This is an optimization exercise on Yosys and OpenROAD, whose aim is small area and a short achievable clock period, not a production implementation. Where RTL was checked, it was by simulation tests only, not by an equivalence proof against the original. The flow treats the clock pin as an ideal source. Dropping or thinning the clock tree relies on that and would not hold on a real chip. Power figures rest on the tool's default switching activity, not on a simulated workload.

== tundra ==
// test_wrapper
module test_wrapper #(
	parameter SYS_VERSION = 41,
	parameter WIDTH = 16,
	parameter NUM_SUB_MON = 3
)(
	input clk,
	input reset,
	input       [5:0] slave_address,
	input             slave_read,
	input             slave_write,
	input      [31:0] slave_writedata,
	output reg [31:0] slave_readdata,
	output [15:0] dut_a,
	output [15:0] dut_b,
	input  [15:0] dut_out
);
	wire [7:0] we;
	wire [6:0] rs;
	wire       rd_hold;
	host_dec u_host_dec (
		.addr(slave_address), .rd(slave_read), .wr(slave_write),
		.we(we), .rs(rs), .hold(rd_hold)
	);
	reg [31:0] ctrl;
	wire [31:0] ctrl_next = we[0] ? slave_writedata : ctrl;
	reg        fsel;
	reg [15:0] man_a, man_b, set_a, set_b, clr_a, clr_b;
	always @(posedge clk)
		ctrl <= ctrl_next;
	always @(posedge clk) begin
		if (we[1]) fsel  <= slave_writedata[0];
		if (we[2]) man_a <= slave_writedata[15:0];
		if (we[3]) man_b <= slave_writedata[15:0];
		if (we[4]) set_a <= slave_writedata[15:0];
		if (we[5]) set_b <= slave_writedata[15:0];
		if (we[6]) clr_a <= slave_writedata[15:0];
		if (we[7]) clr_b <= slave_writedata[15:0];
	end
	wire rst    = ctrl[0];
	wire en     = ctrl[1];
	wire freeze = ctrl[2];
	reg [31:0] ra, rb;
	reg        rst_d, en_d, zero_d;
	function [31:0] lfsr_step(input [31:0] r);
		lfsr_step = {r[0], r[31], r[30] ^ r[0], r[29:27], r[26] ^ r[0], r[25] ^ r[0], r[24:1]};
	endfunction
	always @(posedge clk) begin
		rst_d <= rst;
		en_d  <= en;
	end
	always @(posedge clk)
		if (rst_d) begin
			ra <= 32'hCAFEF00D;
			rb <= 32'hFEEDC0DE;
		end else if (en_d) begin
			ra <= lfsr_step(ra);
			rb <= lfsr_step(rb);
		end
	localparam S_IDLE = 2'd0, S_READY = 2'd1, S_COUNT = 2'd2, S_DONE = 2'd3;
	reg [1:0] tstate;
	reg [3:0] delay_count;
	reg [3:0] out_count;
	wire dut_zero = ~|dut_out;
	always @(posedge clk)
		if (rst)
			tstate <= S_IDLE;
		else case (tstate)
			S_IDLE : if (dut_zero)   tstate <= S_READY;
			S_READY: if (&out_count) tstate <= S_COUNT;
			S_COUNT: if (dut_zero)   tstate <= S_DONE;
			default:                 tstate <= S_DONE;
		endcase
	always @(posedge clk)
		if (rst)
			delay_count <= 4'hF;
		else if (tstate == S_COUNT)
			delay_count <= delay_count + 1'b1;
	always @(posedge clk)
		if (rst || tstate == S_DONE || fsel)
			out_count <= 4'h0;
		else
  ...
Settings: LEC_CHECK=0, ABC_AREA=1, CAP_MARGIN=20, CORE_MARGIN=2, CORE_UTILIZATION=55, SETUP_SLACK_MARGIN=1.4, SLEW_MARGIN=20, SYNTH_HIERARCHICAL=1; clock period 3.0 ns.
standard.sh (not shown) runs the stock make flow with config.mk's settings and CLKGATE_MAP_FILE= SYNTH_SCRIPT=/design/flow/synth_recipe.tcl, a recipe that flattens the netlist after the stock synthesis.
==> flow/flow/run.sh <==
#!/bin/bash
set -euo pipefail
here=$(cd "$(dirname "$0")" && pwd)
export BUFFER_PORTS_ARGS="-buffer_cell sky130_fd_sc_hd__buf_2"
export CTS_ARGS="-sink_clustering_enable -repair_clock_nets -dont_use_dummy_load -sink_clustering_size 30 -sink_clustering_max_diameter 80"
export PRE_CTS_TCL="$here/cts_root.tcl"
export POST_CTS_TCL="$here/post_cts.tcl"
export FLOW_CLOCK_PORT=clk
bash standard.sh > make.log 2>&1
==> flow/flow/cts_root.tcl <==
rename clock_tree_synthesis my_tritoncts
proc clock_tree_synthesis { args } {
  my_tritoncts {*}$args
  my_drop_root_buffer
}

proc my_drop_root_buffer { } {
  set block [ord::get_db_block]
  set port_net [$block findNet $::env(FLOW_CLOCK_PORT)]
  set roots {}
  foreach it [$port_net getITerms] { lappend roots $it }
  if { [llength $roots] != 1 } { puts "drop_root: port drives [llength $roots] pins, kept"; return }
  set rit [lindex $roots 0]
  set root [$rit getInst]
  if { ![string match "sky130_fd_sc_hd__clkbuf_*" [[$root getMaster] getName]] } { puts "drop_root: no root buffer"; return }
  set root_net "NULL"
  foreach it [$root getITerms] {
    if { [$it isOutputSignal] } { set root_net [$it getNet] }
  }
  set loads {}
  foreach it [$root_net getITerms] {
    if { [$it isOutputSignal] } { continue }
    if { ![string match "sky130_fd_sc_hd__clkbuf_*" [[[$it getInst] getMaster] getName]] } {
      puts "drop_root: root drives a non-buffer, kept"; return
    }
    lappend loads $it
  }
  if { [llength $loads] > 4 } { puts "drop_root: root drives [llength $loads] buffers, kept"; return }
  foreach it $loads {
    $it disconnect
    $it connect $port_net
  }
  foreach it [$root getITerms] { $it disconnect }
  odb::dbInst_destroy $root
  odb::dbNet_destroy $root_net
  puts "drop_root: the clock port drives [llength $loads] buffers directly"
}
==> flow/flow/post_cts.tcl <==
# Area recovery after clock tree synthesis: downsize gates off the critical
# paths while keeping the setup slack margin, then legalize the placement.
log_cmd repair_timing -setup_margin $::env(SETUP_SLACK_MARGIN) -recover_power 100 -verbose
log_cmd detailed_placement
Here is what was changed in the inputs of violet compared with tundra.
- CORE_UTILIZATION: 55 -> 40
==> flow/flow/run.sh <==
#!/bin/bash
set -euo pipefail
here=$(cd "$(dirname "$0")" && pwd)
export BUFFER_PORTS_ARGS="-buffer_cell sky130_fd_sc_hd__buf_2"
export CTS_ARGS="-sink_clustering_enable -repair_clock_nets -dont_use_dummy_load -sink_clustering_size 25 -sink_clustering_max_diameter 80"
export PRE_CTS_TCL="$here/cts_root.tcl"
export FLOW_CLOCK_PORT=clk
bash standard.sh > make.log 2>&1
removed: flow/flow/post_cts.tcl
### Flow results
Global-route wire length before repair up 3000 um in violet wrt tundra. On violet: chip height is 17% higher than what tundra gave. tundra ended with every stage complete and zero timing, DRC or antenna violations. violet was carried through to the last stage, and its layout satisfied the timing, DRC and antenna checks. Critical path depth in violet is 8 below tundra.
Modified inputs, quartz compared to violet
- CORE_UTILIZATION now 55, was 40
==> flow/flow/run.sh <==
#!/bin/bash
set -euo pipefail
here=$(cd "$(dirname "$0")" && pwd)
export BUFFER_PORTS_ARGS="-buffer_cell sky130_fd_sc_hd__buf_2"
export CTS_ARGS="-sink_clustering_enable -repair_clock_nets -dont_use_dummy_load -sink_clustering_size 30 -sink_clustering_max_diameter 80"
export PRE_CTS_TCL="$here/cts_root.tcl"
export FLOW_CLOCK_PORT=clk
bash standard.sh > make.log 2>&1
## What came out
- violet has a lower flip-flop and latch share of the layout cell area than quartz.
- Re total global-route track usage: quartz is 5.5 points up on violet.
- met3 routed wirelength, violet and quartz, higher one = quartz.
- The final reports for quartz and violet show met1 wire length lower in the former.
- [compare] base=violet new=quartz: first-pass GRT wire length saw a decrease; worst setup slack before clock tree synthesis higher; cell count lost 201; via count closely matched the old numbers.
Changes in yarrow relative to quartz:
- swapping 1.4 for 1.5 in SETUP_SLACK_MARGIN
### Flow results
Taking quartz as the reference, in yarrow part of the power in registers shows a reduction of 0.5 points; worst setup slack after layout shows an increase of 0.019 ns.
Worst setup path startpoint = slave_write: quartz; worst setup path startpoint = acc[1]: yarrow
Diff quartz -> yarrow | number of instances resized during post-cts repair | up by more than 100%
Area overhead of the layout relative to synthesis on yarrow is up relative to quartz.
When the final numbers for yarrow and quartz were put side by side, the total power draw turned out to be greater in yarrow.
Final area was higher in yarrow than in quartz.
Register share of the cell area ends up lower on yarrow.
Taking quartz as the reference point, the share of cells above drive strength 1 of yarrow rises by 5.6 points.
Buffering overhead (yarrow over quartz): increase, 3.0 points
No run of this note included a check of the RTL's function; only the layout flow was run.

========
## JK
test_wrapper, a different RTL version from the one above (not shown whole).
Size in the first run: roughly 1,900 cells after synthesis, ~120 I/O pins, roughly 17,000 µm² of cells after synthesis.
## test_wrapper
module test_wrapper #(
	parameter SYS_VERSION = 41,
	parameter WIDTH = 16,
	parameter NUM_SUB_MON = 3
)(
	input clk,
	input reset,
	input       [5:0] slave_address,
	input             slave_read,
	input             slave_write,
	input      [31:0] slave_writedata,
	output reg [31:0] slave_readdata,
	output [15:0] dut_a,
	output [15:0] dut_b,
	input  [15:0] dut_out
);
clock: 3.0 ns
lec_check: 0
abc_area: 1
cap_margin: 20
core_margin: 2
core_utilization: 40
setup_slack_margin: 1.4
slew_margin: 20
synth_hierarchical: 1
==> flow/flow/run.sh <==
#!/bin/bash
set -euo pipefail
here=$(cd "$(dirname "$0")" && pwd)
export BUFFER_PORTS_ARGS="-buffer_cell sky130_fd_sc_hd__buf_2"
export CTS_ARGS="-sink_clustering_enable -repair_clock_nets -dont_use_dummy_load -sink_clustering_size 20 -sink_clustering_max_diameter 80"
export PRE_CTS_TCL="$here/cts_root.tcl"
export FLOW_CLOCK_PORT=clk
bash standard.sh > make.log 2>&1
Scripts as last shown in full above: flow/flow/cts_root.tcl
#### Input delta (MS over JK)
-- flow/flow/run.sh --
<<< JK, line 5
export CTS_ARGS="-sink_clustering_enable -repair_clock_nets -dont_use_dummy_load -sink_clustering_size 20 -sink_clustering_max_diameter 80"
>>> MS, line 5
export CTS_ARGS="-sink_clustering_enable -repair_clock_nets -dont_use_dummy_load -sink_clustering_size 25 -sink_clustering_max_diameter 80"
Results
Count of clock buffers in the final design in MS vs JK: down 15%. The lower total net switching power of MS and JK is in MS. In the metrics for MS and JK, the one carrying the higher count of plain and timing-repair buffers is JK.
Here is what was changed in the inputs of AL compared with MS.
-- flow/flow/run.sh --
<<< MS, line 5
export CTS_ARGS="-sink_clustering_enable -repair_clock_nets -dont_use_dummy_load -sink_clustering_size 25 -sink_clustering_max_diameter 80"
>>> AL, line 5
export CTS_ARGS="-sink_clustering_enable -repair_clock_nets -dont_use_dummy_load -sink_clustering_size 30 -sink_clustering_max_diameter 80"
Results
Measured against each other, AL and MS differ in share of power burned in the clock network, the higher figure coming from MS.
Routing usage on met3: AL vs MS, no meaningful difference
Compared with MS, AL shows a cell depth of the worst setup path that is 5 higher.
Looking only at count of non-filler cells in the finished layout, and setting everything else aside, the higher value of AL and MS goes to AL.
For AL, the highest-delay cell along the critical path was sky130_fd_sc_hd__dfxtp_1, unlike MS, where it was sky130_fd_sc_hd__dfxtp_4.
Edits applied to the flow inputs when going from AL to TR:
-- flow/flow/run.sh --
<<< AL, line 5
export CTS_ARGS="-sink_clustering_enable -repair_clock_nets -dont_use_dummy_load -sink_clustering_size 30 -sink_clustering_max_diameter 80"
>>> TR, line 5
Findings:
TR vs AL, measured slew at the worst slew-check pin went down by 3.4 ps.
Re total wire length after detailed routing: TR and AL aren't equal, and the lower value belongs to AL.
Via count normalized by instance count essentially unchanged between TR and AL.
On share of power burned in combinational logic: between TR and AL, it ends up lower for TR.

========
Another version of the RTL of test_wrapper (not shown whole).
Size in the first run: roughly 2000 cells after synthesis, ~18000 µm² of cells after synthesis.
Settings: LEC_CHECK=0, ABC_AREA=1, CAP_MARGIN=20, CORE_MARGIN=2, CORE_UTILIZATION=40, SETUP_SLACK_MARGIN=1.4, SLEW_MARGIN=20, SYNTH_HIERARCHICAL=1; clock period 3.0 ns.
==> flow/flow/run.sh <==
#!/bin/bash
set -euo pipefail
here=$(cd "$(dirname "$0")" && pwd)
export BUFFER_PORTS_ARGS="-buffer_cell sky130_fd_sc_hd__buf_2"
export PRE_CTS_TCL="$here/cts_root.tcl"
export FLOW_CLOCK_PORT=clk
bash standard.sh > make.log 2>&1
Scripts as last shown in full above: flow/flow/cts_root.tcl
The starting point completed without violations.
==> next run, changes <==
- ABC_CLOCK_PERIOD_IN_PS: not set -> 1600
=> Register-to-register slack barely changes. Final area does not change. Clock skew stays the same. Via count does not change. Power is unchanged. Global-route usage does not change. Setup slack is unchanged.
==> next run, changes <==
- ABC_CLOCK_PERIOD_IN_PS: 1600 -> not set
- SETUP_SLACK_MARGIN: 1.4 -> 1.6
The changed run went through all stages and came out clean; via count came out higher by 5.5%; setup slack loses 0.028 ns; power rises by 2.5%; die area is unchanged; clock power stays flat; combinational power goes up by 64%; final cell count went up by 3.5%.
==> next run, changes <==
- ABC_CLOCK_PERIOD_IN_PS: not set -> 1000
- SETUP_SLACK_MARGIN: 1.6 -> 1.4
After rerunning: The new run completed with no timing, DRC or antenna violations; sequential power shrinks by about 0.6%; sequential share of layout area grows by 4.5 points; wire length shrinks by 11%; utilization shrinks by 5.5 points; total power shrinks by 2.5%; global-route usage shrinks by 1.5 points.

========
Another version of the RTL of test_wrapper (not shown whole).
Size: about 18,000 µm² of cells after synthesis.
make LEC_CHECK=0 ABC_AREA=1 CAP_MARGIN=20 CORE_MARGIN=2 CORE_UTILIZATION=40 SETUP_SLACK_MARGIN=1.2 SLEW_MARGIN=20 SYNTH_HIERARCHICAL=1 finish   # period 3.0 ns
run.sh (not shown) runs the stock make flow with config.mk's settings and CLKGATE_MAP_FILE= SYNTH_SCRIPT=/design/flow/synth_recipe.tcl, a recipe that flattens the netlist after the stock synthesis.
Stock flow here: none of the scripts above is used.
The starting point completed without violations.
Next try:
==> flow/flow/run.sh (new file) <==
#!/bin/bash
set -euo pipefail
here=$(cd "$(dirname "$0")" && pwd)
export BUFFER_PORTS_ARGS="-buffer_cell sky130_fd_sc_hd__buf_2"
export PRE_CTS_TCL="$here/cts_root.tcl"
export FLOW_CLOCK_PORT=clk
bash standard.sh > make.log 2>&1
==> flow/flow/cts_root.tcl (new file) <==
rename clock_tree_synthesis my_tritoncts
proc clock_tree_synthesis { args } {
  my_tritoncts {*}$args
  my_drop_root_buffer
}

proc my_drop_root_buffer { } {
  set block [ord::get_db_block]
  set port_net [$block findNet $::env(FLOW_CLOCK_PORT)]
  set roots {}
  foreach it [$port_net getITerms] { lappend roots $it }
  if { [llength $roots] != 1 } { puts "drop_root: port drives [llength $roots] pins, kept"; return }
  set rit [lindex $roots 0]
  set root [$rit getInst]
  if { ![string match "sky130_fd_sc_hd__clkbuf_*" [[$root getMaster] getName]] } { puts "drop_root: no root buffer"; return }
  set root_net "NULL"
  foreach it [$root getITerms] {
    if { [$it isOutputSignal] } { set root_net [$it getNet] }
  }
  set loads {}
  foreach it [$root_net getITerms] {
    if { [$it isOutputSignal] } { continue }
    if { ![string match "sky130_fd_sc_hd__clkbuf_*" [[[$it getInst] getMaster] getName]] } {
      puts "drop_root: root drives a non-buffer, kept"; return
    }
    lappend loads $it
  }
  if { [llength $loads] > 4 } { puts "drop_root: root drives [llength $loads] buffers, kept"; return }
  foreach it $loads {
    $it disconnect
    $it connect $port_net
  }
  foreach it [$root getITerms] { $it disconnect }
  odb::dbInst_destroy $root
  odb::dbNet_destroy $root_net
  puts "drop_root: the clock port drives [llength $loads] buffers directly"
}
==> flow/standard.sh (new file) <==
#!/bin/bash
# synth_recipe.tcl (not shown) runs the flow's synth.tcl, then flattens the netlist and writes it again
# the make line also repeats each setting of config.mk as NAME=value (left out here)
make -C /OpenROAD-flow-scripts/flow DESIGN_CONFIG=/design/flow/config.mk WORK_HOME=/design/flow/orfs CLKGATE_MAP_FILE= SYNTH_SCRIPT=/design/flow/synth_recipe.tcl "${@:-finish}"
removed: flow/run.sh
Die area stays the same. Worst setup slack gains 0.025 ns. Final area drops by 4.2%. Clock-buffer cell count drops by 1. Cell count drops by 0.88%. Via count hardly moves. Global-route usage drops by 0.50 points.
No run of this note included a check of the RTL's function; only the layout flow was run.

========
test_wrapper, a different RTL version from the one above (not shown whole).
Size: ~1900 cells after synthesis.
export LEC_CHECK = 0
export ABC_AREA = 1
export CAP_MARGIN = 20
export CORE_MARGIN = 2
export CORE_UTILIZATION = 40
export PLACE_DENSITY = 0.5
export SETUP_SLACK_MARGIN = 1.4
export SLEW_MARGIN = 20
export SYNTH_HIERARCHICAL = 1
create_clock -name core_clock -period 3.0 [get_ports {clk}]
standard.sh (not shown) runs the stock make flow with config.mk's settings and CLKGATE_MAP_FILE= SYNTH_SCRIPT=/design/flow/synth_recipe.tcl, a recipe that flattens the netlist after the stock synthesis.
==> flow/flow/run.sh <==
#!/bin/bash
set -euo pipefail
here=$(cd "$(dirname "$0")" && pwd)
export BUFFER_PORTS_ARGS="-buffer_cell sky130_fd_sc_hd__buf_2"
export CTS_ARGS="-sink_clustering_enable -repair_clock_nets -dont_use_dummy_load -sink_clustering_size 30 -sink_clustering_max_diameter 80"
export PRE_CTS_TCL="$here/cts_root.tcl"
export FLOW_CLOCK_PORT=clk
bash standard.sh > make.log 2>&1
==> flow/flow/cts_root.tcl <==
rename clock_tree_synthesis my_tritoncts
proc clock_tree_synthesis { args } {
  my_tritoncts {*}$args
  my_drop_root_buffer
}

proc my_drop_root_buffer { } {
  set block [ord::get_db_block]
  set port_net [$block findNet $::env(FLOW_CLOCK_PORT)]
  set roots {}
  foreach it [$port_net getITerms] { lappend roots $it }
  if { [llength $roots] != 1 } { puts "drop_root: port drives [llength $roots] pins, kept"; return }
  set rit [lindex $roots 0]
  set root [$rit getInst]
  if { ![string match "sky130_fd_sc_hd__clkbuf_*" [[$root getMaster] getName]] } { puts "drop_root: no root buffer"; return }
  set root_net "NULL"
  foreach it [$root getITerms] {
    if { [$it isOutputSignal] } { set root_net [$it getNet] }
  }
  set loads {}
  foreach it [$root_net getITerms] {
    if { [$it isOutputSignal] } { continue }
    if { ![string match "sky130_fd_sc_hd__clkbuf_*" [[[$it getInst] getMaster] getName]] } {
      puts "drop_root: root drives a non-buffer, kept"; return
    }
    lappend loads $it
  }
  if { [llength $loads] > 4 } { puts "drop_root: root drives [llength $loads] buffers, kept"; return }
  foreach it $loads {
    $it disconnect
    $it connect $port_net
  }
  foreach it [$root getITerms] { $it disconnect }
  odb::dbInst_destroy $root
  odb::dbNet_destroy $root_net
  puts "drop_root: the clock port drives [llength $loads] buffers directly"
}
The first run passed the timing, DRC and antenna checks.
Rerun with:
Settings changed: ABC_AREA 1 to default, PLACE_DENSITY 0.5 to default.
Effect:
- core utilization increases by 0.19 points
- setup slack loses 260 ps
- routed wire length decreases by a few percent
- global-route usage decreases by 0.81 points
Rerun with:
Settings changed: ABC_AREA from default to 1.
Sequential power hardly moves; utilization came out lower by 0.70 points; hold slack improved by 23 ps; setup slack gains 280 ps; clock skew shrinks by 51 ps; first-iteration DRC count climbs by 19%; sequential share of layout area grows by 0.28 points; design area goes down by 0.61%; synthesized area goes up by about 1.8%; global-route usage climbs by 0.39 points.
Rerun with:
==> flow/flow/run.sh (replaced) <==
#!/bin/bash
set -euo pipefail
here=$(cd "$(dirname "$0")" && pwd)
export BUFFER_PORTS_ARGS="-buffer_cell sky130_fd_sc_hd__buf_2"
export CTS_ARGS="-sink_clustering_enable -repair_clock_nets -dont_use_dummy_load -sink_clustering_size 25 -sink_clustering_max_diameter 80"
export PRE_CTS_TCL="$here/cts_root.tcl"
export FLOW_CLOCK_PORT=clk
bash standard.sh > make.log 2>&1
What happened:
- core utilization rose by 0.19 points
- combinational power hardly moves
- wire length climbs slightly
- non-clock buffer count fell by 1
- via count is about the same
- synthesized area does not change
- critical path depth stays the same
- sequential share of layout area falls by 0.19 points

==> afterwards: timing with drivers on the ports <==
In the flow no input, the clock included, has a driving cell. The finished layouts below were timed again as built, in two steps. Step 1 assumes that a clkbuf_16 drives the clock port and a buf_2 every other input. Step 2 times the ports against the registers' clock, not the clock port: input delays grow and output delays shrink by t, the midpoint of the rising clock arrivals with the driver on. Slacks: ideal ports / drivers / drivers and shift; pairs: ideal ports / drivers.
run	t (ns)	slack for setup (ns)	hold WS [ns]	cell pins on the clock port's net
tundra	0.462	1.409 / 1.344 / 0.994	0.319 / 0.319 / 0.319	2
violet	0.466	1.324 / 1.256 / 1.008	0.331 / 0.331 / 0.331	2
quartz	0.461	1.404 / 1.363 / 0.985	0.320 / 0.320 / 0.320	2
yarrow	0.460	1.423 / 1.397 / 1.080	0.335 / 0.292 / 0.335	2
JK	0.482	1.338 / 1.266 / 1.041	0.326 / 0.326 / 0.326	2
MS	0.469	1.443 / 1.371 / 1.041	0.303 / 0.303 / 0.303	2
AL	0.454	1.427 / 1.368 / 1.080	0.306 / 0.306 / 0.306	2
TR	0.512	1.416 / 1.331 / 1.006	0.324 / 0.287 / 0.324	4
the first run of note 3	0.524	1.395 / 1.282 / 1.049	0.320 / 0.283 / 0.320	4
the second run of note 3	0.524	1.395 / 1.282 / 1.049	0.320 / 0.283 / 0.320	4
the third run of note 3	0.512	1.367 / 1.347 / 0.925	0.320 / 0.278 / 0.320	4
the fourth run of note 3	0.524	1.395 / 1.282 / 1.049	0.320 / 0.283 / 0.320	4
the first run of note 4	0.644	1.242 / 1.186 / 0.634	0.310 / 0.310 / 0.310	1
the second run of note 4	0.492	1.267 / 1.267 / 0.899	0.323 / 0.307 / 0.323	4
the first run of note 5	0.482	1.403 / 1.327 / 1.021	0.290 / 0.270 / 0.313	2
the second run of note 5	0.464	1.146 / 1.181 / 0.718	0.303 / 0.277 / 0.303	2
the third run of note 5	0.456	1.430 / 1.367 / 1.016	0.326 / 0.322 / 0.326	2
the fourth run of note 5	0.472	1.425 / 1.356 / 1.024	0.327 / 0.300 / 0.331	2
After both steps every run listed still meets setup and hold. The setup slack of the first run of note 4, which loses most, moves by -0.056 ns with the drivers and by -0.608 ns with both steps.
